This is an optimization exercise on Yosys and OpenROAD, whose aim is small area, not a production implementation.
The RTL was checked by simulation tests, not by an equivalence proof against the original design.
No activity file was given, so power comes from the tool's default toggle rates.

==> quartz <==
// top
module top(clk, rst, jumpButton, duckButton, start, collided, Hsynq, Vsynq, run, dead, resetButton, Red, Green, Blue);
  input clk;
  wire clk;
  input rst;
  wire rst;
  input jumpButton;
  wire jumpButton;
  input duckButton;
  wire duckButton;
  input start;
  wire start;
  output collided;
  reg collided;
  output Hsynq;
  wire Hsynq;
  output Vsynq;
  wire Vsynq;
  output run;
  reg run;
  output dead;
  reg dead;
  input resetButton;
  wire resetButton;
  output [3:0] Red;
  wire [3:0] Red;
  output [3:0] Green;
  wire [3:0] Green;
  output [3:0] Blue;
  wire [3:0] Blue;
  wire q686;
  reg q687;
  wire q688;
  reg q689;
  wire q690;
  reg q691;
  wire q692;
  wire q693;
  reg q694;
  wire q695;
  reg q696;
  wire q697;
  reg q698;
  wire q699;
  reg q700;
  wire q701;
  reg q702;
  wire q703;
  reg q704;
  wire q705;
  reg q706;
  wire q707;
  reg q708;
  wire q709;
  reg q710;
  wire q711;
  reg q712;
  wire q713;
  reg q714;
  wire q715;
  wire q716;
  reg q717;
  wire q718;
  reg q719;
  wire q720;
  reg q721;
  wire q722;
  reg q723;
  wire q724;
  reg q725;
  wire q726;
  reg q727;
  wire q728;
  reg q729;
  wire q730;
  reg q731;
  wire q732;
  reg q733;
  wire q734;
  reg q735;
  wire q736;
  reg q737;
  ...
clock: 10.0 ns
lec_check: 0
abc_area: 1
cap_margin: 20
core_margin: 2
core_utilization: 70
slew_margin: 20
standard.sh (not shown) runs the stock make flow with config.mk's settings and CLKGATE_MAP_FILE= SYNTH_SCRIPT=/design/flow/synth_recipe.tcl, a recipe that flattens the netlist after the stock synthesis.
==> flow/flow/run.sh <==
#!/bin/bash
# Standard ORFS layout (the standard.sh), with these changes:
#  - synthesis maps the logic with ABC's area-oriented mapper (amap) instead of
#    ORFS's abc_area.script; the ORFS scripts are copied unchanged otherwise;
#  - synthesis does not extract half/full adder cells (ADDER_MAP_FILE empty);
#    registers are exactly those of the standard synthesis;
#  - port buffers are sky130_fd_sc_hd__buf_1 (every input and output still gets one);
#  - clock tree synthesis adds no dummy loads.
set -euo pipefail
here=$(pwd)
rm -rf "$here/scripts_mod"
cp -r "$FLOW_HOME/scripts" "$here/scripts_mod"
cp "$here/flow/abc_area.script" "$here/scripts_mod/abc_area.script"
export SCRIPTS_DIR="$here/scripts_mod"
export ADDER_MAP_FILE=
export BUFFER_PORTS_ARGS="-buffer_cell sky130_fd_sc_hd__buf_1"
export CTS_ARGS="-sink_clustering_enable -repair_clock_nets -dont_use_dummy_load -sink_clustering_size 28 -sink_clustering_max_diameter 400 -buf_list sky130_fd_sc_hd__clkbuf_8"
bash standard.sh > standard_flow.log 2>&1
==> flow/flow/abc_area.script <==
strash
dch
amap
topo
==> inputs of lagoon, as changes to quartz <==
--- a/flow/flow/run.sh
+++ b/flow/flow/run.sh
@@ -15,4 +15,4 @@
 export ADDER_MAP_FILE=
 export BUFFER_PORTS_ARGS="-buffer_cell sky130_fd_sc_hd__buf_1"
-export CTS_ARGS="-sink_clustering_enable -repair_clock_nets -dont_use_dummy_load -sink_clustering_size 28 -sink_clustering_max_diameter 400 -buf_list sky130_fd_sc_hd__clkbuf_8"
+export CTS_ARGS="-sink_clustering_enable -repair_clock_nets -dont_use_dummy_load"
 bash standard.sh > standard_flow.log 2>&1
--- a/flow/config.mk
+++ b/flow/config.mk
@@ -9,4 +9,4 @@
 export CAP_MARGIN = 20
 export CORE_MARGIN = 2
-export CORE_UTILIZATION = 70
+export CORE_UTILIZATION = 40
 export SLEW_MARGIN = 20
==> notes <==
Of lagoon and quartz, quartz has the higher first-iteration DRC count (gap 58%, measured against quartz).
Of lagoon and quartz, quartz has the higher global-route usage (gap 11 points).
Of lagoon and quartz, lagoon has the higher critical path depth (gap 1).
Sequential power is about the same in quartz and lagoon.
In quartz the die area is lower than in lagoon, by about 40%.
Synthesized area is the same in lagoon and quartz.
Between lagoon and quartz, the lower routed wire length is in quartz (gap about 20%, measured against quartz).
Against lagoon, the clock power of quartz is lower by about 6%.
In synthesized cell count, lagoon and quartz do not differ.
Between quartz and lagoon, the lower combinational power is in quartz (gap about 3%, measured against lagoon).

---

==> delta: inputs <==
top, a different RTL version from the one above (not shown whole).
make LEC_CHECK=0 ABC_AREA=1 CAP_MARGIN=20 CORE_MARGIN=2 CORE_UTILIZATION=40 SLEW_MARGIN=20 finish   # period 10.0 ns
run.sh (not shown) runs the stock make flow with config.mk's settings and CLKGATE_MAP_FILE= SYNTH_SCRIPT=/design/flow/synth_recipe.tcl, a recipe that flattens the netlist after the stock synthesis.
Stock flow here: none of the scripts above is used.
==> maple (differences from delta) <==
==> flow/flow/run.sh (new file) <==
#!/bin/bash
# Standard ORFS layout, with two changes:
#  - port buffers are sky130_fd_sc_hd__buf_1 (every input and output still gets one);
#  - clock tree synthesis adds no dummy loads.
set -euo pipefail
export BUFFER_PORTS_ARGS="-buffer_cell sky130_fd_sc_hd__buf_1"
export CTS_ARGS="-sink_clustering_enable -repair_clock_nets -dont_use_dummy_load"
bash standard.sh > standard_flow.log 2>&1
==> flow/standard.sh (new file) <==
#!/bin/bash
# synth_recipe.tcl (not shown) runs the flow's synth.tcl, then flattens the netlist and writes it again
# the make line also repeats each setting of config.mk as NAME=value (left out here)
make -C /OpenROAD-flow-scripts/flow DESIGN_CONFIG=/design/flow/config.mk WORK_HOME=/design/flow/orfs CLKGATE_MAP_FILE= SYNTH_SCRIPT=/design/flow/synth_recipe.tcl "${@:-finish}"
removed: flow/run.sh
==> flow_metrics.py <==
metrics = {
    "global_routing": {
        "gr-usage-met2_pct": 44.87,
    },
    "setup_path": {
        "r2r_slack_ns": 6.94,
        "crit_buf_inv": 3,
    },
    "pwr": {
        "p_per_area_nw_per_um2": 82.33,
        "p_leak_uw": 0.002175,
    },
    "status": {
        "outcome": "no timing/DRC/antenna violations",
    },
    "route": {
        "drt_wl_total_um": 16590,
    },
}
That was maple.
==> flow_metrics.py <==
metrics = {
    "status": {
        "outcome": "no timing/DRC/antenna violations",
    },
    "setup_path": {
        "r2r_slack_ns": 6.81,
        "crit_buf_inv": 2,
    },
    "place": {
        "post-place-cells": 859,
    },
    "route": {
        "dr.max_layer_used": "met4",
        "drt_wl_total_um": 16870,
    },
    "pwr": {
        "p_leak_uw": 0.002239,
    },
    "global_routing": {
        "gr-usage-met2_pct": 46.01,
    },
    "final_layout": {
        "reg_top3": "ac x15, hq x8, c x7",
    },
}
That was delta.

---

==> v32 <==
Another version of the RTL of top (not shown whole).
Settings: LEC_CHECK=0, ABC_AREA=1, CAP_MARGIN=20, CORE_MARGIN=2, CORE_UTILIZATION=40, SLEW_MARGIN=20; clock period 10.0 ns.
standard.sh (not shown) runs the stock make flow with config.mk's settings and CLKGATE_MAP_FILE= SYNTH_SCRIPT=/design/flow/synth_recipe.tcl, a recipe that flattens the netlist after the stock synthesis.
==> flow/flow/run.sh <==
#!/bin/bash
# Standard ORFS layout (the standard.sh), with these changes:
#  - synthesis maps the logic with ABC's area-oriented mapper (amap) instead of
#    ORFS's abc_area.script; the ORFS scripts are copied unchanged otherwise;
#  - synthesis does not extract half/full adder cells (ADDER_MAP_FILE empty);
#    registers are exactly those of the standard synthesis;
#  - port buffers are sky130_fd_sc_hd__buf_1 (every input and output still gets one);
#  - clock tree synthesis adds no dummy loads.
set -euo pipefail
here=$(pwd)
rm -rf "$here/scripts_mod"
cp -r "$FLOW_HOME/scripts" "$here/scripts_mod"
cp "$here/flow/abc_area.script" "$here/scripts_mod/abc_area.script"
export SCRIPTS_DIR="$here/scripts_mod"
export ADDER_MAP_FILE=
export BUFFER_PORTS_ARGS="-buffer_cell sky130_fd_sc_hd__buf_1"
export CTS_ARGS="-sink_clustering_enable -repair_clock_nets -dont_use_dummy_load"
bash standard.sh > standard_flow.log 2>&1
Scripts as last shown in full above: flow/flow/abc_area.script
==> inputs of v17, as changes to v32 <==
==> flow/flow/run.sh (replaced) <==
#!/bin/bash
# Standard ORFS layout (the standard.sh), with three changes:
#  - synthesis does not extract half/full adder cells (ADDER_MAP_FILE empty):
#    the logic is mapped by ABC like any other logic; registers are unchanged;
#  - port buffers are sky130_fd_sc_hd__buf_1 (every input and output still gets one);
#  - clock tree synthesis adds no dummy loads.
set -euo pipefail
export ADDER_MAP_FILE=
export BUFFER_PORTS_ARGS="-buffer_cell sky130_fd_sc_hd__buf_1"
export CTS_ARGS="-sink_clustering_enable -repair_clock_nets -dont_use_dummy_load"
bash standard.sh > standard_flow.log 2>&1
removed: flow/flow/abc_area.script
==> impl_metrics.env <==
export IMPL_synthDominantCellAreaShare=0.2819
export IMPL_critical_path_cell_count=12
export IMPL_layout_cell_area_non_filler_sq_um=3999
export IMPL_status="no timing/DRC/antenna violations"
export IMPL_power_static_leakage_nw=1.279
export IMPL_bufs_w_o_clock=26
export IMPL_grt_use_met3=0.03883
export IMPL_met2_wirelength_um=6967
export IMPL_post_drt_via_cell_ratio=6.257
(the above is from v32)
==> impl_metrics.env <==
export IMPL_reg2reg_to="r$_SDFFE_PP1N_"
export IMPL_power_static_leakage_nw=1.912
export IMPL_met2_wirelength_um=7261
export IMPL_proportion_of_final_cell_area_spent_on_non_clock_buffers=0.01941
export IMPL_post_drt_via_cell_ratio=5.831
export IMPL_layout_cell_area_non_filler_sq_um=4255
export IMPL_grt_use_met3=0.05318
export IMPL_synthDominantCellAreaShare=0.2587
export IMPL_status="no timing/DRC/antenna violations"
(the above is from v17)

---

==> inputs of v21 <==
top again, from the RTL that the note above started with.
## top
module top(clk, rst, jumpButton, duckButton, start, collided, Hsynq, Vsynq, run, dead, resetButton, Red, Green, Blue);
export LEC_CHECK = 0
export ABC_AREA = 1
export CAP_MARGIN = 20
export CORE_MARGIN = 2
export CORE_UTILIZATION = 40
export SLEW_MARGIN = 20
create_clock -name core_clock -period 10.0 [get_ports {clk}]
==> flow/flow/run.sh <==
#!/bin/bash
# Standard ORFS layout (the standard.sh), with three changes:
#  - synthesis does not extract half/full adder cells (ADDER_MAP_FILE empty):
#    the logic is mapped by ABC like any other logic; registers are unchanged;
#  - port buffers are sky130_fd_sc_hd__buf_1 (every input and output still gets one);
#  - clock tree synthesis adds no dummy loads.
set -euo pipefail
export ADDER_MAP_FILE=
export BUFFER_PORTS_ARGS="-buffer_cell sky130_fd_sc_hd__buf_1"
export CTS_ARGS="-sink_clustering_enable -repair_clock_nets -dont_use_dummy_load -sink_clustering_size 30 -sink_clustering_max_diameter 300 -buf_list sky130_fd_sc_hd__clkbuf_16"
bash standard.sh > standard_flow.log 2>&1
==> v29: changes against v21 <==
==> flow/flow/run.sh (replaced) <==
#!/bin/bash
# Standard ORFS layout, with two changes:
#  - port buffers are sky130_fd_sc_hd__buf_1 (every input and output still gets one);
#  - clock tree synthesis adds no dummy loads.
set -euo pipefail
export BUFFER_PORTS_ARGS="-buffer_cell sky130_fd_sc_hd__buf_1"
export CTS_ARGS="-sink_clustering_enable -repair_clock_nets -dont_use_dummy_load"
bash standard.sh > standard_flow.log 2>&1
==> run summary <==
* Wire per inst at 19.4 um
* Outcome: no timing/DRC/antenna violations
* Hold Crit Endpoint: ac[10]
* Fin Clk Skew at 0.0133 ns
* Met3 Use GR at 5.19%
* GP Congestion at 1.07
* Non-clock inverter count at 107
* Placed Area at 4190 um2
-- figures above: v21

==> run summary <==
* Non-clock inverter count at 106
* GP Congestion at 1.02
* Outcome: no timing/DRC/antenna violations
* Hold Crit Endpoint: ac[2]
* Placed Area at 4550 um2
* Fin Clk Skew at 0.0300 ns
* Number of global-route vias before repair at 4,481
* Wire per inst at 19.5 um
* Met3 Use GR at 3.97%
-- figures above: v29

afterwards: timing with drivers on the ports:
The results above use ideal ports. As a check the final layouts listed here were re-extracted and re-timed, cells and wires unchanged.
Step 1, drivers: a clkbuf_16 drives clk and a buf_2 each remaining input, both assumed.
Step 2, shift: input delay + t, output delay - t, t = (earliest + latest rising clock arrival at the registers) / 2. This alone moves slack from input paths to output paths.
Slacks: no drivers / after step 1 / after step 2; pairs: no drivers / after step 1.
| run | shift t [ns] | setup slack, ns | worst setup path after step 2 | slew at the worst register clock pin (ns) | pins driven straight from the clock port |
|---|---|---|---|---|---|
| quartz | 0.326 | 3.596 / 3.566 / 3.892 | register to output | 0.10 / 0.10 | 1 |
| lagoon | 0.340 | 3.392 / 3.358 / 3.698 | register to output | 0.11 / 0.11 | 1 |
| delta | 0.368 | 3.863 / 3.842 / 3.842 | input to output | 0.12 / 0.12 | 1 |
| maple | 0.367 | 4.665 / 4.626 / 4.671 | input to output | 0.11 / 0.11 | 1 |
| v32 | 0.335 | 3.913 / 3.883 / 4.115 | input to output | 0.11 / 0.11 | 1 |
| v17 | 0.341 | 4.614 / 4.579 / 4.579 | input to output | 0.10 / 0.10 | 1 |
| v21 | 0.332 | 4.560 / 4.527 / 4.527 | input to output | 0.08 / 0.08 | 1 |
| v29 | 0.351 | 4.569 / 4.526 / 4.526 | input to output | 0.10 / 0.10 | 1 |
After both steps every run listed still meets setup and hold. The setup slack of v29, which loses most, moves by -0.043 ns with the drivers and by -0.043 ns with both steps.
